This is an optimization exercise on Yosys and OpenROAD, whose aim is small area, not a production implementation.
In this exercise RTL edits were held to simulation tests only and were not proved equivalent to the original.
Power is estimated from default activity; no workload was simulated.

File: design.v
module SD_TOP(
    input      rst_n,
    input      clk,
    input      SD_MISO,
    output     SD_CK,
    output     SD_MOSI,
    output     SD_CSn
);
function [12:0] dec13(input [12:0] x);
    integer i; reg bw;
    begin
        bw = 1'b1;
        for(i = 0; i < 13; i = i + 1)begin
            dec13[i] = x[i] ^ bw;
            bw       = bw & ~x[i];
        end
    end
endfunction
function [5:0] dec6(input [5:0] x);
    integer i; reg bw;
    begin
        bw = 1'b1;
        for(i = 0; i < 6; i = i + 1)begin
            dec6[i] = x[i] ^ bw;
            bw      = bw & ~x[i];
        end
    end
endfunction
function [3:0] dec4(input [3:0] x);
    integer i; reg bw;
    begin
        bw = 1'b1;
        for(i = 0; i < 4; i = i + 1)begin
            dec4[i] = x[i] ^ bw;
            bw      = bw & ~x[i];
        end
    end
endfunction
function [2:0] inc3(input [2:0] x);
    begin
        inc3 = {x[2] ^ (x[1] & x[0]), x[1] ^ x[0], ~x[0]};
    end
endfunction
reg [3:0] dv;
always@(posedge clk or negedge rst_n)begin
    if(!rst_n) dv <= 4'd0;
    else       dv <= dec4(dv);
end
wire rise = (dv == 4'd0);
wire fall = (dv == 4'd8);
assign SD_CK = dv[3];
localparam C0    = 5'd0,   
           W01   = 5'd1,   
           C8    = 5'd2,   
           WA    = 5'd3,   
           C55   = 5'd4,   
           C55W  = 5'd5,   
           A41   = 5'd6,   
           A41W  = 5'd7,   
           C17   = 5'd8,   
           RRESP = 5'd9,   
           RDUM  = 5'd10,  
           RREAD = 5'd11,  
           C24   = 5'd16,  
           WCW   = 5'd17,  
           WCP   = 5'd18,  
           WDATA = 5'd24,  
           WDATF = 5'd25,  
           WDUM  = 5'd26,  
           WFIRE = 5'd27;  
localparam [47:0] CMD0   = {8'h40,8'h00,8'h00,8'h00,8'h00,8'h95};
localparam [47:0] CMD8   = {8'h48,8'h00,8'h00,8'h01,8'haa,8'h87};
localparam [47:0] CMD55  = {8'h77,8'h00,8'h00,8'h00,8'h00,8'hff};
localparam [47:0] ACMD41 = {8'h69,8'h40,8'h00,8'h00,8'h00,8'hff};
localparam [47:0] CMD17  = {8'h51,8'h00,8'h00,8'h00,8'h00,8'hff};
localparam [47:0] CMD24  = {8'h58,8'h00,8'h00,8'h00,8'h00,8'hff};
reg [4:0]  st;
localparam [12:0] MK = 13'd1073;
reg [12:0] mcx;
wire [12:0] mc = mcx ^ MK;
reg [5:0]  rc;    
reg        rv;
reg [3:0]  t;     
reg        mosi,cs;
reg [48:0] cv;
always@(*)begin
    case(st)
        C0     : cv = {CMD0  ,1'b1};
        C8     : cv = {CMD8  ,1'b1};
        C55    : cv = {CMD55 ,1'b1};
        A41    : cv = {ACMD41,1'b1};
        C17    : cv = {CMD17 ,1'b1};
        default: cv = {CMD24 ,1'b1};
    endcase
end
wire hi    = |mc[12:6];
wire pre    = hi | (mc[5] & mc[4] & (|mc[3:0]));
wire cbit   = pre ? 1'b1 : cv[mc[5:0]];
wire wide   = hi | (mc[5] & (mc[4] | (mc[3] & (|mc[2:0])))); 
wire mz     = ~hi & (mc[5:0] == 6'd0);
wire m1     = (mc == 13'd1);
wire [12:0] mcd = dec13(mc);
wire [7:0] wbyte = (mc[12] & mc[5])   ? 8'hfe :
                   (mc[12:4] == 9'd1) ? 8'hff : mc[10:3];
wire wbit = wbyte[mc[2:0]];
wire p00 = (t == 4'b0111);
wire pfe = (t == 4'b1111);
wire b = SD_MISO;
always@(posedge clk or negedge rst_n)begin
    if(!rst_n)begin
        st   <= C0;
        mcx  <= 13'd0;
        rc   <= 6'd0;
        rv   <= 1'b0;
        t    <= 4'd0;
        mosi <= 1'b0;
        cs   <= 1'b0;
    end
    else if(fall)begin
        case(st)
            C0,C8,C55,A41,C17,C24:begin
                cs   <= pre;
                mosi <= cbit;
                mcx   <= (mcd) ^ MK;
                if(!pre)begin
                    if(mz)begin
                        mcx <= ((st == C17) ? 13'd128 : 13'd0) ^ MK;
                        st <= (st == C0) ? W01 : (st == C8) ? WA : RRESP;
                    end
                    else if(m1 & (st == C55 | st == A41))begin
                        mcx <= (13'd127) ^ MK;
                        st <= (st == C55) ? C55W : A41W;
                    end
                    else if(m1 & (st == C24))begin
                        mcx <= (13'd2047) ^ MK;
                        st <= WCW;
                    end
                end
            end
            W01:begin
                mosi <= 1'b1;
                cs   <= rv;
                if(rv)begin
                    st <= t[1] ? C8 : C0;
                    mcx <= (t[1] ? 13'd1072 : 13'd1073) ^ MK;
                end
            end
            WA:begin
                if(rv)begin
                    cs <= 1'b1;
                    st <= t[2] ? C55 : C8;
                    mcx <= (t[2] ? 13'd48 : 13'd50) ^ MK;
                end
                else begin
                    cs   <= 1'b0;
                    mosi <= 1'b1;
                end
            end
            C55W:begin
                if(!mz)begin
                    mosi <= 1'b1;
                    mcx   <= (mcd) ^ MK;
                    cs   <= rv & t[1];
                    if(rv & t[1])begin
                        st <= A41;
                        mcx <= (13'd48) ^ MK;
                    end
                end
                else begin
                    cs <= 1'b1;
                    st <= C8;
                    mcx <= (13'd50) ^ MK;
                end
            end
            A41W:begin
                if(!mz)begin
                    cs   <= 1'b0;
                    mosi <= 1'b1;
                    mcx   <= (mcd) ^ MK;
                    if(rv & t[0])begin
                        st <= C17;
                        mcx <= (13'd98) ^ MK;
                    end
                end
                else begin
                    cs <= 1'b1;
                    st <= C8;
                    mcx <= (13'd50) ^ MK;
                end
            end
            RRESP:begin
                if(!mz)begin
                    cs <= 1'b0;
                    mcx <= (mcd) ^ MK;
                    if(p00)begin
                        st <= RDUM;
                        mcx <= (13'd2048) ^ MK;
                    end
                end
                else begin
                    cs <= 1'b1;
                    st <= C17;
                    mcx <= (13'd97) ^ MK;
                end
            end
            RDUM:begin
                if(!mz)begin
                    mcx <= (mcd) ^ MK;
                    if(pfe)begin
                        st <= RREAD;
                        mcx <= (13'd4104) ^ MK;
                    end
                end
                else begin
                    st <= C17;
                    mcx <= (13'd97) ^ MK;
                end
            end
            RREAD:begin
                if(!mz) mcx <= (mcd) ^ MK;
                else begin
                    st <= C24;
                    mcx <= (13'd50) ^ MK;
                end
            end
            WCW:begin
                if(t[3] & wide)begin 
                    st <= WCP;
                    mcx <= (13'd39) ^ MK;
                end
                else if(!mz) mcx <= (mcd) ^ MK;
                else begin
                    st <= C24;
                    mcx <= (13'd49) ^ MK;
                end
            end
            WCP:begin
                if(!mz) mcx <= (mcd) ^ MK;
                else begin
                    st   <= WDATA;
                    mcx   <= (13'd4135) ^ MK;
                    rv   <= 1'b0;
                    cs   <= 1'b1;
                    mosi <= 1'b1;
                end
            end
            WDATA,WDATF:begin
                cs <= 1'b0;
                if(mc[12:4] == 9'd0)begin
                    mosi <= 1'b1;
                    st   <= (st == WDATF | rv) ? WFIRE : WDUM;
                end
                else begin
                    mosi <= wbit;
                    mcx   <= (mcd) ^ MK;
                    st   <= ((st == WDATF | rv) & wbit) ? WDATF : WDATA;
                end
                if(st == WDATF) rc <= (|rc) ? dec6(rc) : rc;
                else            rc <= 6'd39;
            end
            WDUM:begin
                if(rv)begin
                    st <= WFIRE;
                    rc <= 6'd39;
                end
            end
            WFIRE:begin
                rc <= (|rc) ? dec6(rc) : rc;
                if(rc == 6'd0) cs <= 1'b1;
            end
            default:;
        endcase
    end
    else if(rise)begin
        case(st[4:3])
            2'b00:begin 
                if(!mosi)begin
                    rc <= 6'd0;
                    t  <= 4'd0;
                end
                else if(!b & (rc == 6'd0))begin
                    rv   <= 1'b0;
                    rc   <= 6'd48;
                    t[0] <= 1'b1;
                end
                else if(rc != 6'd0)begin
                    if(rc != 6'd1)begin
                        rc <= dec6(rc);
                        if(rc >= 6'd43)      t[0] <= t[0] & ~b;
                        else if(rc == 6'd42) begin
                            t[1] <= t[0] &  b;
                            t[0] <= t[0] & ~b;
                        end
                        else if(rc == 6'd21) t[2] <= ~b;
                        else if(rc == 6'd20 | rc == 6'd19) t[2] <= t[2] & ~b;
                        else if(rc == 6'd18) t[2] <= t[2] & b;
                    end
                    else begin
                        rv <= 1'b1;
                        rc <= 6'd0;
                    end
                end
                else rv <= 1'b0;
            end
            2'b01:begin 
                if(t[3])begin
                    if(t[2:0] == 3'd7) t <= b ? 4'b1000 : 4'b0001;
                    else if(b)         t <= {1'b1, (t[2:0] == 3'd6) ? 3'd6 : inc3(t[2:0])};
                    else               t <= (t[2:0] == 3'd6) ? 4'b1111 : 4'b0000;
                end
                else begin
                    if(b) t <= 4'b1000;
                    else  t <= {1'b0, (t[2:0] == 3'd7) ? 3'd7 : inc3(t[2:0])};
                end
            end
            2'b10:begin 
                if(!mosi | b) t <= 4'd0;
                else          t <= {1'b0, (t[2:0] == 3'd7) ? 3'd7 : inc3(t[2:0])};
                if(st == WCW & mosi & !b & (t[2:0] == 3'd7)) t[3] <= 1'b1;
            end
            default:begin 
                if(st == WDATA | st == WDUM)begin
                    if(!mosi)begin
                        t  <= 4'd3;
                        rv <= 1'b0;
                    end
                    else if(t[3])begin
                        if(!b) t <= 4'd8;
                        else if(t[2:0] == 3'd7) rv <= 1'b1; 
                        else t <= {t[3], inc3(t[2:0])};
                    end
                    else begin
                        case(t[2:0])
                            3'd0: t <= b ? 4'd1 : 4'd0;
                            3'd1: t <= b ? 4'd2 : 4'd0;
                            3'd2: t <= b ? 4'd3 : 4'd0;
                            3'd3: t <= b ? 4'd3 : 4'd4;
                            3'd4: t <= b ? 4'd1 : 4'd5;
                            3'd5: t <= b ? 4'd6 : 4'd0;
                            3'd6: t <= b ? 4'd2 : 4'd7;
                            3'd7: t <= b ? 4'd9 : 4'd0;
                        endcase
                    end
                end
            end
        endcase
    end
end
assign SD_MOSI = mosi;
assign SD_CSn  = cs;
endmodule
File: flow/run.sh
#!/bin/bash
# Standard ORFS layout, except:
# - synthesis maps the logic with an area-oriented ABC script
#   (flow/abc_area.script, built around ABC's &deepsyn) and leaves adders to
#   ABC instead of mapping them to half/full-adder cells first. The
#   synthesis script itself (synth_recipe.tcl) and every register are
#   unchanged. &deepsyn is a randomised search, so synthesis runs once per
#   seed, in parallel, and the layout continues from the smallest netlist;
# - the port buffers are buf_1 cells;
# - clock tree synthesis uses clkbuf_4 buffers and no dummy loads.
set -euo pipefail
W=$PWD
SEEDS="1 2 3 4 5 6 7 8"
for wave in "1 2 3 4" "5 6 7 8"; do
    for k in $wave; do
        rm -rf "$W/scripts_$k" "$W/orfs_$k"
        cp -r "$FLOW_HOME/scripts" "$W/scripts_$k"
        sed "s/SEED/$k/" "$W/flow/abc_area.script" > "$W/scripts_$k/abc_area.script"
        ( bash standard.sh synth SCRIPTS_DIR="$W/scripts_$k" ADDER_MAP_FILE= \
              WORK_HOME="$W/orfs_$k" > "$W/synth_$k.log" 2>&1 || true ) &
    done
    wait
done
best=""
bestarea=""
for k in $SEEDS; do
    f="$W/orfs_$k/reports/$FLOW_PLATFORM/SD_TOP/base/synth_stat.txt"
    [[ -f "$W/orfs_$k/results/$FLOW_PLATFORM/SD_TOP/base/1_synth.odb" && -f "$f" ]] || continue
    a=$(grep "Chip area" "$f" | awk '{print $NF}')
    echo "seed $k: synthesised area $a" >> "$W/synth_choice.log"
    if [[ -z "$best" ]] || awk -v a="$a" -v b="$bestarea" 'BEGIN{exit !(a < b)}'; then
        best=$k
        bestarea=$a
    fi
done
echo "using seed $best" >> "$W/synth_choice.log"
rm -rf "$W/orfs"
cp -a "$W/orfs_$best" "$W/orfs"
bash standard.sh finish \
    "BUFFER_PORTS_ARGS=-buffer_cell sky130_fd_sc_hd__buf_1" \
    "CTS_ARGS=-sink_clustering_enable -repair_clock_nets -dont_use_dummy_load -root_buf sky130_fd_sc_hd__clkbuf_4 -tree_buf sky130_fd_sc_hd__clkbuf_8 -buf_list sky130_fd_sc_hd__clkbuf_8" \
    > "$W/layout.log" 2>&1
File: flow/abc_area.script
strash
dc2
&get -n; &deepsyn -T 300 -S SEED; &put
strash; &get -n; &dch -f; &nf -R 1000; &put
strash; &get -n; &dch -f; &nf -R 1000; &put
topo
dnsize
File: standard.sh
#!/bin/bash
# synth_recipe.tcl (not shown) runs the flow's synth.tcl, then flattens the netlist and writes it again
# the make line also repeats each setting of config.mk as NAME=value (left out here)
make -C /OpenROAD-flow-scripts/flow DESIGN_CONFIG=/design/flow/config.mk WORK_HOME=/design/flow/orfs CLKGATE_MAP_FILE= SYNTH_SCRIPT=/design/flow/synth_recipe.tcl "${@:-finish}"
File: config.mk
export PLATFORM = sky130hd
export DESIGN_NAME = SD_TOP
export DESIGN_NICKNAME = SD_TOP
export VERILOG_FILES = /design/flow/design.v
export SDC_FILE = /design/flow/constraint.sdc
export NUM_CORES = 4
export LEC_CHECK = 0
export ABC_AREA = 1
export CAP_MARGIN = 20
export CORE_MARGIN = 2
export CORE_UTILIZATION = 65
export PLACE_DENSITY = 0.75
export SLEW_MARGIN = 20
File: constraint.sdc
create_clock -name core_clock -period 10.0 [get_ports {clk}]
set_input_delay 2.0000 -clock core_clock [delete_from_list [all_inputs] [get_ports {clk}]]
set_output_delay 2.0000 -clock core_clock [all_outputs]
set_load 0.01 [all_outputs]
==> results of run 1 <==
==> worst register-to-register path, delay by kind of cell (launching register included) <==
kind / cells / cell delay, ns
AOI/OAI and AO/OA: 9 / 1.56
buffers and inverters: 1 / 0.21
DFF: 1 / 0.74
and+or+nand+nor: 6 / 1.09
==> worst paths after layout <==
kind	slack, ns	from	cells after the start	end
max	6.28	st[2]$_DFFE_PN0P_	16	st[4]$_DFFE_PN0P_
min	0.54	dv[1]$_DFF_PN0_	1	dv[1]$_DFF_PN0_
max reg2reg	6.28	st[2]$_DFFE_PN0P_	16	st[4]$_DFFE_PN0P_
min reg2reg	0.54	dv[1]$_DFF_PN0_	1	dv[1]$_DFF_PN0_
max in group asynchronous	7.68	rst_n	1	cs$_DFFE_PN0P_
min in group asynchronous	1.75	rst_n	1	mcx[0]$_DFFE_PN0P_
==> report_power, final <==
group          internal (mW)  switching (mW)
Combinational        0.00738          0.0101
Clock                 0.0235          0.0462
Sequential             0.146         0.00984
Total                  0.177          0.0661
==> through the flow <==
stage          hold slack [ns]  power, mW  worst slack [ns]  utilization, %
6_report                0.5388     0.2429             6.275           70.54
5_1_grt                 0.5565     0.2537             5.945           70.54
4_1_cts                 0.5398     0.2428             6.433           70.54
3_5_place_dp            0.5131     0.1755             6.158           69.51
3_3_place_gp            0.5067     0.1747             6.254           69.51
2_1_floorplan           0.4787     0.1674             6.651               -
==> state kept, by name (all words and copies together), names as in the netlist <==
name and cells:
mcx 13, rc 6, cs 1, rv 1, st 5, t 4, dv 4, mosi 1
==> layout make-up <==
class	count	area (um2)	area share, %
clock buffers	5	37.54	1.453
inverters	13	48.80	1.890
multi-input cells	277	1533	59.35
flip-flops and latches	35	875.8	33.91
well taps	48	60.06	2.326
repair buffers	6	27.53	1.066
==> synth_stat cells (5+ instances only) <==
cell      count  area, um2
dfrtp_1      35      875.8
a31oi_1      13      81.33
clkinv_1     13      48.80
a21oi_1      32      160.2
nor3_1       10      50.05
nor2_1       42      157.7
o21ai_0      43      215.2
a22oi_1       5      37.54
nand3_1      13      65.06
xnor2_1      10      87.58
nand2_1      39      146.4
nor2b_1       7      43.79
==> logic make-up after synthesis <==
| group | Yosys count |
|---|---|
| flip-flops | 35 |
| XOR/XNOR | 14 |
| AO/OA/AOI/OAI | 126 |
| buffers and inverters | 13 |
| multiplexers | 2 |
| AND/OR/NAND/NOR | 135 |
==> per-layer routing <==
layer  track usage [%]  up-vias
li1                  -     1243
met1             55.78     1212
met2             47.19      192
met3             9.418       26
met4             9.115        0
met5                 0        -
==> flow_summary.ini, run 1 <==
[pwr]
p_leak_nw = 0.9307
vdd_drop_max_mv = 0.09005
powerDensity_nw_per_um2 = 94.05

[route]
met2WireLength_mm = 2.836
drtIter0Drc = 563
wirelength_mm = 6.861
vias = 2673
top_layer_used = met4
wl_per_cell_um = 17.87
drtPass1Iterations = 6
drt-met1-wl_mm = 3.073
dr_wl_met3_um = 822
route.detailed.drc = 0
drtAntennaViolNets = 0
vias_per_cell = 6.961

[clock_tree]
cts_setup_buffers = 0
cts.reportedPaths.clkPinSlew_ns = 0.11
cts_root_buf = clkbuf_4
cts_buffers = 5
cts.sinks = 35
cts_tree = built
clk_latency_ns = 0.34
cts_max_level = 2
clk_path_buf_depth = 2
cts-resized-gates = 0
hold_buffers = 0

[sta]
finalSetupViolations = 0
min_period_ns = 3.725
slew_viol_final = 0
fin_worst_skew_ns = 0.01799
max_clock_freq_mhz = 268.5
relSlewSlack_pct = 41.30
hold_viol_final = 0
rsz0062_at_grt = no
tns_ns = 0
worst_pin_slew_ns = 0.8806
min_period_over_period_pct = 37.25

[run]
drv_cap = 0

[cells_and_area]
antenna_cells = 0
fill_cells = 299
finalInstanceArea_um2 = 2582
final_cells = 384
nNetsFinal = 341
final_cell_mix = o21ai_0 (43), nor2_1 (42), nand2_1 (39), dfrtp_1 (35), a21oi_1 (32)
final_common_cell = o21ai_0
syn2layout_area_growth_pct = 5.092
drive_gt1_share_pct = 2.083

[grt]
grt_max_degree = 36
antenna_found_initial = 0
grt_pass1_vias = 2360
grtUsageTotal_pct = 35.25
grt_pass1_wl_mm = 11.67
grt_overflow = 0

[critical_path]
cp-start-kind = flop
slowest_delay_ns = 0.74
crit_type = flop to flop
cp-end-kind = flop
path_cells = nor2_1, nand2_1, a21oi_1, nor2_1, o21ai_0, o31a_1, a31oi_1, buf_4, nand2_1, a21oi_1, and2_0, o21ai_0, o21ai_0, nor2_1, a21oi_1, a31oi_1
critical_path_required_ns = 10.20
path_delay_family = compound AO/OA/AOI/OAI gates
critPathSlowestCell = dfrtp_1
crit_buf_inv = 1
cp_max_fo = 19
cp.arrival_ns = 3.92

[place]
gp_congestion = 1.028
dp_hpwl_mm = 4.951
dpl.cell_count = 379
port_buffers = 5
postPlaceCellArea_um2 = 2545

[floorplan]
num_rows = 22
die_area_um2 = 4288
start_util_pct = 67.12
die_h_um = 65.49
core_area_um2 = 3661
fp.dieW_um = 65.49
io_pins = 6

[logic_synthesis]
yosysUniqueCellTypes = 45
syn_area_um2 = 2457
synth_mux_area_share_pct = 0.8656
synth_xor_area_share_pct = 4.990
yosys_warnings = 1
avgSynthCellArea_um2 = 7.561
synth_adder_area_share_pct = 0
synth-simple-area-share_pct = 25.10
ys_seq_elements = 35
ys_seq_area_share_pct = 35.64
synth_compound_area_share_pct = 31.42
synth_top_family_by_area = compound AO/OA/AOI/OAI gates
async_flop_share_pct = 100.0
synth_ff_type = dfrtp_1
synth_edf_count = 0
syn_nets = 328
netlist_instances = 325

[min_path]
hp-class = flop to flop

[outcome]
status = timing/DRC/antenna clean
==> run 2: changes to the inputs <==
--- a/design.v
+++ b/design.v
@@ -61,11 +61,11 @@
            RRESP = 5'd9,   
-           RDUM  = 5'd10,  
-           RREAD = 5'd11,  
+           RDUM  = 5'd11,  
+           RREAD = 5'd13,  
            C24   = 5'd16,  
            WCW   = 5'd17,  
-           WCP   = 5'd18,  
-           WDATA = 5'd24,  
-           WDATF = 5'd25,  
-           WDUM  = 5'd26,  
-           WFIRE = 5'd27;  
+           WCP   = 5'd19,  
+           WDATA = 5'd25,  
+           WDATF = 5'd27,  
+           WDUM  = 5'd29,  
+           WFIRE = 5'd31;  
 localparam [47:0] CMD0   = {8'h40,8'h00,8'h00,8'h00,8'h00,8'h95};
==> run 2 against run 1 <==
Worst setup slack gained 0.40 ns. Cell area shrank 0.73%. Final cell count is the same. Still clean on timing, DRC and antenna. Largest cell class unchanged. Combinational power shrank 56%. Sequential power shrank 8%.
==> flow_summary.ini, run 2 <==
[cells_and_area]
fin_util_pct = 70.56
syn2layout_area_growth_pct = 4.808
finalInstanceArea_um2 = 2564
multi_input_area_um2 = 1529
largest_reg_flops = 13
fill_cells = 334
final_cells = 384
regArea_um2 = 875.8
regMostFlops = mcx
antenna_cells = 0
top_regs = mcx x13, rc x6, st x5
final_cell_mix = nor2_1 (44), nand2_1 (41), a21oi_1 (36), dfrtp_1 (35), o21ai_0 (30)
nNetsFinal = 341
drive_gt1_share_pct = 1.786
final_common_cell = nor2_1

[sta]
hold_ws_ns = 0.5136
relSlewSlack_pct = 42.17
min_period_ns = 3.329
fin_ws_ns = 6.671
tns_ns = 0
slew_viol_final = 0
hold_viol_final = 0
fin_worst_skew_ns = 0.02898
max_clock_freq_mhz = 300.4
finalSetupViolations = 0
min_period_over_period_pct = 33.29
rsz0062_at_grt = no
worst_pin_slew_ns = 0.8674

[logic_synthesis]
yosys-top-cells-count = nor2_1 (44), nand2_1 (41), a21oi_1 (36), dfrtp_1 (35), o21ai_0 (30)
synth_adder_area_share_pct = 0
synth_compound_area_share_pct = 30.33
syn_nets = 329
ys_seq_elements = 35
synth_edf_count = 0
synth-simple-area-share_pct = 28.59
synth_xor_area_share_pct = 3.581
yosysUniqueCellTypes = 42
syn_area_um2 = 2446
ys_seq_area_share_pct = 35.81
netlist.area_leader.share_pct = 35.81
netlist_instances = 326
synth_ff_type = dfrtp_1
synth_most_common_cell = nor2_1
yosys_warnings = 1
ys_top_cells_by_area = dfrtp_1 (36%), a21oi_1 (7.4%), nor2_1 (6.8%)
yosys.area.top_type = dfrtp_1
synth_top_family_by_area = compound AO/OA/AOI/OAI gates
synth_mux_area_share_pct = 0
async_flop_share_pct = 100.0
avgSynthCellArea_um2 = 7.503

[clock_tree]
cts_tree = built
cts_buffers = 5
cts-resized-gates = 0
clk_path_buf_depth = 2
clk_latency_ns = 0.35
cts_root_buf = clkbuf_4
cts_setup_buffers = 0
cts_max_level = 2
cts.sinks = 35
cts.reportedPaths.clkPinSlew_ns = 0.12
hold_buffers = 0

[critical_path]
crit_type = flop to flop
critical_path_required_ns = 10.26
regToRegSetupSlack_ns = 6.67
worstReg2RegStart = st[0]$_DFFE_PN0P_
cp_max_fo = 17
cp-start-kind = flop
cp.arrival_ns = 3.59
ff2ff_path_depth = 11
r2r-end = st[1]$_DFFE_PN0P_
cp-end-kind = flop

[floorplan]
start_util_pct = 67.32
fp.dieW_um = 65.35
core_area_um2 = 3633
die_area_um2 = 4270
die_h_um = 65.35
num_rows = 22
io_pins = 6

[place]
dp_slack_ns = 6.614
port_buffers = 5
dpl.cell_count = 379
dp_hpwl_mm = 5.036
gp_congestion = 1.005
postPlaceCellArea_um2 = 2526

[min_path]
whs_path_depth = 1
hold_start = dv[0]$_DFF_PN0_
hp-class = flop to flop
min_to = dv[1]$_DFF_PN0_

[run]
drv_cap = 0

[grt]
grt_overflow = 0
grt_pass1_wl_mm = 12.41
antenna_found_initial = 0
grt_max_degree = 36
grt_pass1_vias = 2587
grtUsageTotal_pct = 37.76

[route]
vias = 2666
drtPass1Iterations = 6
route.detailed.drc = 0
drtIter0Drc = 371
wl_per_cell_um = 18.38
vias_per_cell = 6.943
drtAntennaViolNets = 0
wirelength_mm = 7.058

[outcome]
status = timing/DRC/antenna clean

[pwr]
powerDensity_nw_per_um2 = 85.41
p_total_mw = 0.2190
p_leak_nw = 0.9226
vdd_drop_max_mv = 0.08267
==> run 2: cell types whose count changed after synthesis, sizes merged, moves of 4 or more <==
cell    delta
a21boi     +4
a21oi      +4
a22oi      -4
a31oi      -5
nor3       +6
o211ai     +4
o21ai     -13
o31ai      +4
xnor2      -6
==> run 2: final cells by class <==
cell class / instances / share of cell area (%)
Timing Repair Buffer: 5 / 0.7809
Clock buffer: 5 / 1.464
Multi-Input combinational cell: 280 / 59.64
Inverter: 11 / 1.611
Sequential cell: 35 / 34.16
Tap cell: 48 / 2.343
==> run 2: logic make-up after synthesis <==
family	after synthesis
AO/OA/AOI/OAI	120
flip-flops	35
AND/OR/NAND/NOR	150
XOR/XNOR	10
buffers and inverters	11
==> run 2: where the power goes <==
| group | internal, mW | switching (mW) |
|---|---|---|
| combinational | 0.00225 | 0.00544 |
| clock | 0.0235 | 0.0443 |
| sequential | 0.142 | 0.00142 |
| total | 0.168 | 0.0512 |
==> run 2: layer usage <==
layer / track usage (%) / share of wire, %
met1: 50.11 / 41
met2: 59.57 / 47
met4: 16.93 / 3.8
met5: 0 / 0
met3: 7.705 / 7.8
==> run 2: worst max path at each step <==
stage,startpoint,endpoint,slack (ns),cells after the start
detailed placement,SD_MISO,rv$_DFFE_PN0P_,6.61,7
global placement,SD_MISO,t[0]$_DFFE_PN0P_,6.76,7
global route,st[4]$_DFFE_PN0P_,st[0]$_DFFE_PN0P_,6.41,9
CTS,mcx[6]$_DFFE_PN0P_,st[1]$_DFFE_PN0P_,6.80,12
floorplan,SD_MISO,rv$_DFFE_PN0P_,7.18,6
finish,st[0]$_DFFE_PN0P_,st[1]$_DFFE_PN0P_,6.67,11
==> run 2: worst max-delay path: stages (launching register included) <==
cell and delay, ns:
dfrtp_1 0.65, nor2b_1 0.41, a21oi_1 0.08, nor3_1 0.41, o31ai_1 0.15, a21oi_1 0.28
o21a_1 0.54, nor2_1 0.08, a21oi_1 0.20, a21boi_0 0.20, nor2_1 0.06, a41oi_1 0.18
==> run 3: changes to the inputs <==
--- a/flow/run.sh
+++ b/flow/run.sh
@@ -3,3 +3,3 @@
 # - synthesis maps the logic with an area-oriented ABC script
-#   (flow/abc_area.script, built around ABC's &deepsyn) and leaves adders to
+#   (flow/abc_area.script, built around two passes of ABC's &deepsyn) and leaves adders to
 #   ABC instead of mapping them to half/full-adder cells first. The
==> flow/abc_area.script (replaced) <==
strash
dc2
&get -n; &deepsyn -T 240 -S SEED; &put
strash; &get -n; &dch -f; &nf -R 1000; &put
strash; &get -n; &dch -f; &nf -R 1000; &put
&get -n; &deepsyn -T 120 -S 1SEED; &put
strash; &get -n; &dch -f; &nf -R 1000; &put
topo
dnsize
==> run 3 against run 2 <==
Still clean. Sequential cell count unchanged. Via count rose by 1.2%. Worst hold slack worse by 0.0014 ns. First-iteration DRC count up 29%. Core utilization is 0.24 points lower. Fmax down 10%. Final cell count decreased by 3.4%. Synthesized area shrank 0.36%. Count of clock-buffer cells in the layout unchanged. Wire length shrank 5.3%. Critical path depth grew 1. Critical endpoint is now mcx[6]$_DFFE_PN0P_. Largest power group unchanged.
==> flow_summary.ini, run 3 <==
[critical_path]
crit_type = flop to flop
critical_path_required_ns = 10.20
slowest_delay_ns = 0.50
r2r-end = mcx[6]$_DFFE_PN0P_
critPathSlowestCell = nor2_1
ff2ff_path_depth = 12
regToRegSetupSlack_ns = 6.29
cp_max_fo = 9
cpMostUsedCell = nand2_1
cp-end-kind = flop
cp-start-kind = flop
crit_buf_inv = 0
path_delay_family = simple AND/OR/NAND/NOR gates
worstReg2RegStart = mcx[6]$_DFFE_PN0P_
cp.arrival_ns = 3.91
path_cells = nor4_1, nand2_1, nor2_1, nand2_1, nor2_1, a311oi_1, a21oi_1, nand2_1, a21oi_1, nand2_1, a311oi_1, a21oi_1

[logic_synthesis]
yosys-top-cells-count = o21ai_0 (37), dfrtp_1 (35), nand2_1 (35), nor2_1 (34), a21oi_1 (29)
yosys_warnings = 1
syn_area_um2 = 2437
synth_ff_type = dfrtp_1
ys_top_cells_by_area = dfrtp_1 (36%), o21ai_0 (7.6%), a21oi_1 (6.0%)
netlist_instances = 313
yosys.area.top_type = dfrtp_1
ys_seq_area_share_pct = 35.93
netlist.area_leader.share_pct = 35.93
synth_edf_count = 0
yosysUniqueCellTypes = 46
avgSynthCellArea_um2 = 7.787
synth_most_common_cell = o21ai_0
async_flop_share_pct = 100.0
ys_seq_elements = 35
syn_nets = 316

[min_path]
whs_path_depth = 1
hold_start = cs$_DFFE_PN0P_
hp-class = flop to flop
min_to = cs$_DFFE_PN0P_

[clock_tree]
cts_setup_buffers = 0
cts_buffers = 5
clk_latency_ns = 0.34
cts_root_buf = clkbuf_4
clk_path_buf_depth = 2
cts-resized-gates = 0
cts.reportedPaths.clkPinSlew_ns = 0.11
cts.sinks = 35
cts_max_level = 2
hold_buffers = 0
cts_tree = built

[pwr]
p_leak_nw = 0.8683
powerDensity_nw_per_um2 = 97.51
p_total_mw = 0.2491
vdd_drop_max_mv = 0.08842

[floorplan]
die_h_um = 65.24
fp.dieW_um = 65.24
die_area_um2 = 4256
start_util_pct = 67.08
num_rows = 22
core_area_um2 = 3633
io_pins = 6

[route]
drtAntennaViolNets = 0
drtIter0Drc = 478
wl_per_cell_um = 18.01
route.detailed.drc = 0
drtPass1Iterations = 6
vias = 2697
wirelength_mm = 6.682
vias_per_cell = 7.270

[cells_and_area]
multi_input_area_um2 = 1513
regMostFlops = mcx
antenna_cells = 0
regArea_um2 = 875.8
largest_reg_flops = 13
fill_cells = 305
fin_util_pct = 70.32
final_cell_mix = o21ai_0 (37), nand2_1 (35), dfrtp_1 (35), nor2_1 (34), a21oi_1 (29)
nNetsFinal = 328
final_cells = 371
drive_gt1_share_pct = 2.167
final_common_cell = o21ai_0
syn2layout_area_growth_pct = 4.825
top_regs = mcx x13, rc x6, st x5

[sta]
min_period_over_period_pct = 37.07
finalSetupViolations = 0
slew_viol_final = 0
hold_ws_ns = 0.5122
tns_ns = 0
min_period_ns = 3.707
hold_viol_final = 0
fin_worst_skew_ns = 0.02979
relSlewSlack_pct = 34.16
max_clock_freq_mhz = 269.8
rsz0062_at_grt = no
worst_pin_slew_ns = 0.9772

[grt]
grt_overflow = 0
grt_pass1_wl_mm = 11.40
antenna_found_initial = 0
grt_pass1_vias = 2331
grt_max_degree = 36
grtUsageTotal_pct = 34.49

[place]
dpl.cell_count = 366
gp_congestion = 1.010
dp_hpwl_mm = 4.855
port_buffers = 5

[outcome]
status = timing/DRC/antenna clean

[run]
drv_cap = 0
[run 3: changes by cell type after synthesis, sizes merged, moves of 4 or more]
cell   delta
nor4      +5
o21ai     +7
nand2     -6
a21oi     -7
nor2     -10
o31ai     -4
[run 3: final cells by class]
type	count	share of cell area [%]
clock buffers	5	1.469
inverters	13	1.910
multi-input cells	265	59.21
flip-flops and latches	35	34.28
well taps	48	2.351
repair buffers	5	0.7835
[run 3: cells by family (layout without fill, tap and decap cells)]
family	after synthesis	in the layout	share of synthesized area, %
AO/OA/AOI/OAI	122	122	31.52
multiplexers	3	3	1.848
flip-flops	35	35	35.93
AND/OR/NAND/NOR	129	129	24.74
XOR/XNOR	11	11	3.953
buffers and inverters	13	23	2.002
[run 3: metrics by stage]
stage / area [um2] / setup WS [ns]
after detailed placement: 2517 / 6.356
final: 2555 / 6.293
after global placement: 2517 / 6.431
after floorplan: 2437 / 6.823
after CTS: 2555 / 6.511
after global routing: 2555 / 6.071
[run 3: report_power, final]
group	internal, mW	switching (mW)
Sequential	0.148	0.0121
Clock	0.0235	0.0435
Combinational	0.00940	0.0130
Total	0.181	0.0686
[run 3: layer usage]
layer | vias up | share of wire [%] | wire length [um] | track usage (%)
li1 | 1213 | - | - | -
met1 | 1244 | 44 | 2931 | 54.27
met2 | 219 | 43 | 2862 | 48.85
met3 | 21 | 12 | 779 | 5.651
met4 | 0 | 1.6 | 109 | 9.635
met5 | - | 0 | 0 | 0
[run 3: worst max path at each step]
stage	cells after the start	from	slack, ns	to
floorplan	8	SD_MISO	6.82	rc[5]$_DFFE_PN0P_
global placement	9	SD_MISO	6.43	rc[5]$_DFFE_PN0P_
detailed placement	9	SD_MISO	6.36	rc[5]$_DFFE_PN0P_
CTS	12	mcx[6]$_DFFE_PN0P_	6.51	mcx[6]$_DFFE_PN0P_
global route	12	mcx[6]$_DFFE_PN0P_	6.07	mcx[6]$_DFFE_PN0P_
finish	12	mcx[6]$_DFFE_PN0P_	6.29	mcx[6]$_DFFE_PN0P_
==> run 4: changes to the inputs <==
--- a/design.v
+++ b/design.v
@@ -80,4 +80,4 @@
 wire [12:0] mc = mcx ^ MK;
-reg [5:0]  rc;    
-reg        rv;
+reg [5:0]  rc;
+wire       rv = (rc == 6'd63);
 reg [3:0]  t;     
@@ -113,3 +113,2 @@
         rc   <= 6'd0;
-        rv   <= 1'b0;
         t    <= 4'd0;
@@ -241,3 +240,3 @@
                     mcx   <= (13'd4135) ^ MK;
-                    rv   <= 1'b0;
+                    rc   <= 6'd39;
                     cs   <= 1'b1;
@@ -277,7 +276,6 @@
                 if(!mosi)begin
-                    rc <= 6'd0;
+                    rc <= rv ? 6'd63 : 6'd0;
                     t  <= 4'd0;
                 end
-                else if(!b & (rc == 6'd0))begin
-                    rv   <= 1'b0;
+                else if(!b & ((rc == 6'd0) | rv))begin
                     rc   <= 6'd48;
@@ -285,3 +283,3 @@
                 end
-                else if(rc != 6'd0)begin
+                else if((rc != 6'd0) & ~rv)begin
                     if(rc != 6'd1)begin
@@ -297,8 +295,5 @@
                     end
-                    else begin
-                        rv <= 1'b1;
-                        rc <= 6'd0;
-                    end
+                    else rc <= 6'd63;
                 end
-                else rv <= 1'b0;
+                else rc <= 6'd0;
             end
@@ -322,9 +317,6 @@
                 if(st == WDATA | st == WDUM)begin
-                    if(!mosi)begin
-                        t  <= 4'd3;
-                        rv <= 1'b0;
-                    end
+                    if(!mosi) t <= 4'd3;
                     else if(t[3])begin
                         if(!b) t <= 4'd8;
-                        else if(t[2:0] == 3'd7) rv <= 1'b1; 
+                        else if(t[2:0] == 3'd7) rc <= 6'd63; 
                         else t <= {t[3], inc3(t[2:0])};
==> run 4 against run 3 <==
Non-clock buffer count up 1. Register-to-register slack lost 0.39 ns. Power shrank 9.4%. Sequential power is 9% lower. Cell area is 1.4% higher. Wire length up 4.9%. Fmax is 13% lower. Via count up 0.82%. Sequential share of layout area is 1.4 points lower. Worst setup slack got worse by 0.53 ns. Largest cell class unchanged.
==> flow_summary.ini, run 4 <==
[outcome]
status = timing/DRC/antenna clean

[logic_synthesis]
async_flop_share_pct = 100.0
yosys.area.top_type = dfrtp_1
ys_seq_elements = 34
yosys_warnings = 1
synth_ff_type = dfrtp_1
synth_most_common_cell = nor2_1
yosysUniqueCellTypes = 46
yosys-top-cells-count = nor2_1 (46), nand2_1 (43), a21oi_1 (35), dfrtp_1 (34), o21ai_0 (33)
netlist.area_leader.share_pct = 34.52
netlist_instances = 331
ys_seq_area_share_pct = 34.52
syn_nets = 334
synth_edf_count = 0
ys_top_cells_by_area = dfrtp_1 (35%), a21oi_1 (7.1%), nor2_1 (7.0%)
syn_area_um2 = 2465
avgSynthCellArea_um2 = 7.447

[clock_tree]
cts_max_level = 2
clk_latency_ns = 0.36
cts.reportedPaths.clkPinSlew_ns = 0.08
cts_root_buf = clkbuf_4
cts_tree = built
hold_buffers = 0
cts_buffers = 5
cts_setup_buffers = 0
cts-resized-gates = 0
clk_path_buf_depth = 2
cts.sinks = 34

[pwr]
vdd_drop_max_mv = 0.07067
powerDensity_nw_per_um2 = 87.18
p_leak_nw = 0.9794

[grt]
antenna_found_initial = 0
grt_max_degree = 35
grt_overflow = 0
grt_pass1_wl_mm = 11.76
grtUsageTotal_pct = 35.73
grt_pass1_vias = 2509

[critical_path]
critPathSlowestCell = nor4_1
cpMostUsedCell = a21oi_1
cp-end-kind = flop
cp.arrival_ns = 4.49
slowest_delay_ns = 0.30
critical_path_required_ns = 10.25
path_delay_family = compound AO/OA/AOI/OAI gates
cp_max_fo = 12
crit_buf_inv = 1
path_cells = buf_1, nor2_1, a21oi_1, a21oi_1, o31ai_1, nor2_1, nand3_1, a21oi_1, o221ai_1, a21o_1, nor4_1, o21ai_0, o21ai_0
crit_type = primary input to flop
cp-start-kind = primary input

[floorplan]
num_rows = 22
die_area_um2 = 4301
start_util_pct = 67.33
fp.dieW_um = 65.58
core_area_um2 = 3661
die_h_um = 65.58
io_pins = 6

[route]
wl_per_cell_um = 17.98
route.detailed.drc = 0
drtPass1Iterations = 5
wirelength_mm = 7.012
drtIter0Drc = 258
drtAntennaViolNets = 0
vias_per_cell = 6.972
vias = 2719

[cells_and_area]
finalInstanceArea_um2 = 2590
nNetsFinal = 347
regMostFlops = mcx
fill_cells = 327
antenna_cells = 0
largest_reg_flops = 13
final_cells = 390
drive_gt1_share_pct = 2.047
syn2layout_area_growth_pct = 5.076
final_common_cell = nor2_1
final_cell_mix = nor2_1 (46), nand2_1 (43), a21oi_1 (35), dfrtp_1 (34), o21ai_0 (33)
top_regs = mcx x13, rc x6, st x5

[place]
dpl.cell_count = 385
gp_congestion = 0.9525
dp_hpwl_mm = 4.967
dp_slack_ns = 5.446
port_buffers = 5
postPlaceCellArea_um2 = 2552

[sta]
fin_worst_skew_ns = 0.03457
max_clock_freq_mhz = 236.0
worst_pin_slew_ns = 0.9809
relSlewSlack_pct = 34.10
rsz0062_at_grt = no
min_period_over_period_pct = 42.38
slew_viol_final = 0
hold_viol_final = 0
tns_ns = 0
finalSetupViolations = 0
min_period_ns = 4.238
fin_ws_ns = 5.762

[run]
drv_cap = 0

[min_path]
hp-class = flop to flop
-- run 4: cell types whose count changed after synthesis, sizes merged, moves of 3 or more --
cell / before / now
nand4: 1 / 4
nand2: 35 / 43
nor3: 15 / 11
nor4b: 0 / 3
nand2b: 5 / 10
nor2: 34 / 46
a21oi: 29 / 35
o21ai: 37 / 33
a32oi: 3 / 0
clkinv: 13 / 10
-- run 4: per-layer routing --
| metal | GRT usage (%) | wire length, um |
|---|---|---|
| met1 | 44.24 | 2934 |
| met4 | 21.35 | 271 |
| met5 | 0 | 0 |
| met3 | 5.479 | 445 |
| met2 | 58.80 | 3361 |
-- run 4: final cells by class --
class	instances	area, um2	share of cell area (%)
clock buffer	5	37.54	1.449
inverter	10	37.54	1.449
multi-input combinational	287	1577	60.87
sequential	34	850.8	32.85
tap	48	60.06	2.319
timing repair buffer	6	27.53	1.063
-- run 4: worst register-to-register path, stage by stage, from the launching register on --
cell      delay [ns]
dfrtp_1         0.47
nor4_1          0.35
and3_1          0.30
nand2_1         0.10
nor3_1          0.81
nor2_1          0.08
nor4b_1         0.71
o221ai_1        0.38
a21o_1          0.28
nor4_1          0.30
o21ai_0         0.12
o21ai_0         0.09
-- run 4: cells by family (layout without fill, tap and decap cells) --
| family | Yosys count | in the layout | synth area share [%] |
|---|---|---|---|
| compound gates | 119 | 119 | 30.00 |
| xor+xnor | 9 | 9 | 3.198 |
| buf+inv | 10 | 21 | 1.523 |
| simple gates | 158 | 158 | 30.36 |
| mux | 1 | 1 | 0.4061 |
| flops | 34 | 34 | 34.52 |
-- run 4: path summary, 6_finish.rpt --
kind | startpoint | end | slack [ns] | cells after the start
setup reg to reg | mcx[6]$_DFFE_PN0P_ | rc[4]$_DFFE_PN0P_ | 5.90 | 11
setup / recovery | SD_MISO | rc[4]$_DFFE_PN0P_ | 5.76 | 13
max in group asynchronous | rst_n | rc[1]$_DFFE_PN0P_ | 7.71 | 1
hold reg to reg | dv[0]$_DFF_PN0_ | dv[0]$_DFF_PN0_ | 0.50 | 1
hold / removal | dv[0]$_DFF_PN0_ | dv[0]$_DFF_PN0_ | 0.50 | 1
min in group asynchronous | rst_n | mcx[8]$_DFFE_PN0P_ | 1.72 | 1
-- run 4: power by group --
| group | total (mW) | switching, mW | internal, mW |
|---|---|---|---|
| registers | 0.146 | 0.00583 | 0.140 |
| clock network | 0.0690 | 0.0455 | 0.0235 |
| logic | 0.0111 | 0.00710 | 0.00403 |
-- run 4: per-stage QoR --
step | total power, mW | hold slack [ns] | util (%)
global route | 0.2322 | 0.5353 | 70.75
detailed placement | 0.1594 | 0.4848 | 69.72
CTS | 0.2260 | 0.5047 | 70.75
global placement | 0.1588 | 0.4752 | 69.72
finish | 0.2258 | 0.5010 | 70.75
floorplan | 0.1532 | 0.4639 | -
==> run 5: changes to the inputs <==
--- a/flow/run.sh
+++ b/flow/run.sh
@@ -3,3 +3,3 @@
 # - synthesis maps the logic with an area-oriented ABC script
-#   (flow/abc_area.script, built around two passes of ABC's &deepsyn) and leaves adders to
+#   (flow/abc_area.script, built around ABC's &deepsyn) and leaves adders to
 #   ABC instead of mapping them to half/full-adder cells first. The
==> flow/abc_area.script (replaced) <==
strash
dc2
&get -n; &deepsyn -T 300 -S SEED; &put
strash; &get -n; &dch -f; &nf -R 1000; &put
strash; &get -n; &dch -f; &nf -R 1000; &put
topo
dnsize
==> run 5 against run 4 <==
Clock skew is 0.025 ns lower. Combinational power barely moved. Worst setup slack got worse by 0.075 ns. Still clean on timing, DRC and antenna. Synthesized cell count decreased by 2.1%. Register-to-register slack better by 0.17 ns. Fmax is 1.7% lower. Clock power decreased by 1%. Highest routed layer unchanged.
==> flow_summary.ini, run 5 <==
[route]
drtAntennaViolNets = 0
vias = 2576
route.detailed.drc = 0
drtIter0Drc = 520
wl_per_cell_um = 16.77
drtPass1Iterations = 6
vias_per_cell = 6.743
wirelength_mm = 6.407

[cells_and_area]
antenna_cells = 0
top_regs = mcx x13, rc x6, st x5
fill_cells = 312
fin_util_pct = 70.18
final_cells = 382
final_common_cell = a21oi_1
drive_gt1_share_pct = 1.796
largest_reg_flops = 13
final_cell_mix = a21oi_1 (40), nand2_1 (38), nor2_1 (37), o21ai_0 (35), dfrtp_1 (34)
finalInstanceArea_um2 = 2550
syn2layout_area_growth_pct = 4.836
nNetsFinal = 339
regMostFlops = mcx

[critical_path]
cp.arrival_ns = 4.57
crit_type = primary input to flop
cp-end-kind = flop
cp_max_fo = 12
ff2ff_path_depth = 11
critical_path_required_ns = 10.26
slowest_delay_ns = 0.40
critPathSlowestCell = or3_1
path_cells = buf_1, nor2_1, o21ai_0, a31oi_1, o21a_1, nand3_1, a21oi_1, nor2_1, or2_0, nand3b_1, or3_1, nor2_1, o21ai_0, o21ai_0
worstReg2RegStart = mcx[1]$_DFFE_PN0P_
cp-start-kind = primary input
cp-startpoint = SD_MISO

[clock_tree]
clk_latency_ns = 0.34
hold_buffers = 0
cts_tree = built
cts_root_buf = clkbuf_4
cts_buffers = 5
cts.sinks = 34
cts_setup_buffers = 0
clk_path_buf_depth = 2
cts-resized-gates = 0
cts_max_level = 2
cts.reportedPaths.clkPinSlew_ns = 0.10

[grt]
antenna_found_initial = 0
grt_pass1_vias = 2309
grt_overflow = 0
grtUsageTotal_pct = 33.54
grt_pass1_wl_mm = 11.22
grt_max_degree = 35

[place]
postPlaceCellArea_um2 = 2512
port_buffers = 5
dp_hpwl_mm = 4.608
gp_congestion = 0.9719
dpl.cell_count = 377

[sta]
hold_viol_final = 0
fin_worst_skew_ns = 0.009436
max_clock_freq_mhz = 231.9
finalSetupViolations = 0
rsz0062_at_grt = no
tns_ns = 0
hold_ws_ns = 0.5019
slew_viol_final = 0
min_period_over_period_pct = 43.13
relSlewSlack_pct = 45.63
min_period_ns = 4.313
worst_pin_slew_ns = 0.8155

[min_path]
hold_start = dv[1]$_DFF_PN0_
whs_path_depth = 1
hp-class = flop to flop

[run]
drv_cap = 0

[logic_synthesis]
ys_top_cells_by_area = dfrtp_1 (35%), a21oi_1 (8.2%), o21ai_0 (7.2%)
yosysUniqueCellTypes = 46
async_flop_share_pct = 100.0
synth_edf_count = 0
synth_most_common_cell = a21oi_1
ys_seq_elements = 34
netlist_instances = 324
synth_ff_type = dfrtp_1
yosys.area.top_type = dfrtp_1
syn_nets = 327
syn_area_um2 = 2432
yosys-top-cells-count = a21oi_1 (40), nand2_1 (38), nor2_1 (37), o21ai_0 (35), dfrtp_1 (34)
netlist.area_leader.share_pct = 34.98
ys_seq_area_share_pct = 34.98
avgSynthCellArea_um2 = 7.507
yosys_warnings = 1

[floorplan]
die_area_um2 = 4247
num_rows = 22
die_h_um = 65.17
fp.dieW_um = 65.17
io_pins = 6
core_area_um2 = 3633
start_util_pct = 66.94

[pwr]
powerDensity_nw_per_um2 = 88.35
p_leak_nw = 0.9895
vdd_drop_max_mv = 0.1100

[outcome]
status = timing/DRC/antenna clean
[run 5: changes by cell type in the layout (fill, tap and decap cells not counted), moves of 3 or more]
cell and delta:
nor2_1 -9, a21oi_1 +5, nand2_1 -5, nor4_1 -4
o22ai_1 +4, nor4b_1 -3
[run 5: path summary, 6_finish.rpt]
| kind | to | slack [ns] |
|---|---|---|
| setup / recovery | rc[4]$_DFFE_PN0P_ | 5.69 |
| hold / removal | dv[1]$_DFF_PN0_ | 0.50 |
| setup reg to reg | mcx[10]$_DFFE_PN0P_ | 6.07 |
| hold reg to reg | dv[1]$_DFF_PN0_ | 0.50 |
| max in group asynchronous | rc[0]$_DFFE_PN0P_ | 7.75 |
| min in group asynchronous | mcx[9]$_DFFE_PN0P_ | 1.73 |
[run 5: through the flow]
stage,setup WS (ns),total power [mW]
floorplan,5.941,0.1535
global placement,5.472,0.1592
detailed placement,5.402,0.1594
CTS,5.741,0.2272
global route,5.359,0.2317
finish,5.687,0.2253
[run 5: kinds of logic (layout without fill, tap and decap cells)]
logic type	Yosys count	after routing	synth area share (%)
AO/OA/AOI/OAI	127	127	31.79
XOR/XNOR	7	7	2.521
buffers and inverters	12	22	1.852
flip-flops	34	34	34.98
multiplexers	4	4	1.749
AND/OR/NAND/NOR	140	140	27.11
[run 5: routing by layer]
metal  vias to the layer above  part of all wire (%)  GRT usage (%)
li1                       1241                     -              -
met3                        12                    10          8.048
met1                      1160                    46          51.84
met4                         0                   1.3          9.115
met2                       163                    42          46.68
met5                         -                     0              0
[run 5: power by group]
part	switching, mW	internal [mW]
clock	0.0448	0.0235
sequential	0.00561	0.140
combinational	0.00728	0.00406
[run 5: area by class of cell]
cell class	instances	area [um2]	area share, %
clock buffer	5	37.54	1.472
multi-input combinational	278	1536	60.25
timing repair buffer	5	20.02	0.7851
sequential	34	850.8	33.37
tap	48	60.06	2.355
inverter	12	45.04	1.766
[run 5: critical path, delay by kind of cell]
family          cells  cell delay, ns
buf+inv             1            0.23
simple gates        7            1.31
compound gates      6            1.03

[static timing again, ports no longer ideal]
No port has a modelled driver above. Below, the same layouts with a new extraction and two added sets of constraints. Step 1: set_driving_cell puts a clkbuf_16 on clk and a buf_2 on each other input, an assumption about the parent block. Step 2 times the ports against the registers' clock, not the clock port: input delays grow and output delays shrink by t, the midpoint of the rising clock arrivals with the driver on. Three values: ideal ports, drivers, drivers and shift; two values: the first two.
run	t, ns	setup WS [ns]	hold WS [ns]	latest minus earliest clock arrival (ns)
run 1	0.362	6.275 / 6.275 / 6.071	0.539 / 0.539 / 0.539	0.018 / 0.018
run 2	0.367	6.671 / 6.671 / 6.531	0.514 / 0.514 / 0.514	0.029 / 0.029
run 3	0.350	6.293 / 6.293 / 6.293	0.512 / 0.512 / 0.512	0.030 / 0.029
run 4	0.371	5.762 / 5.770 / 5.398	0.501 / 0.501 / 0.501	0.035 / 0.035
run 5	0.356	5.687 / 5.690 / 5.333	0.502 / 0.502 / 0.502	0.010 / 0.009
After both steps setup and hold are still met in every run listed. The setup slack of run 4, which loses most, moves by +0.008 ns with the drivers and by -0.364 ns with both steps.
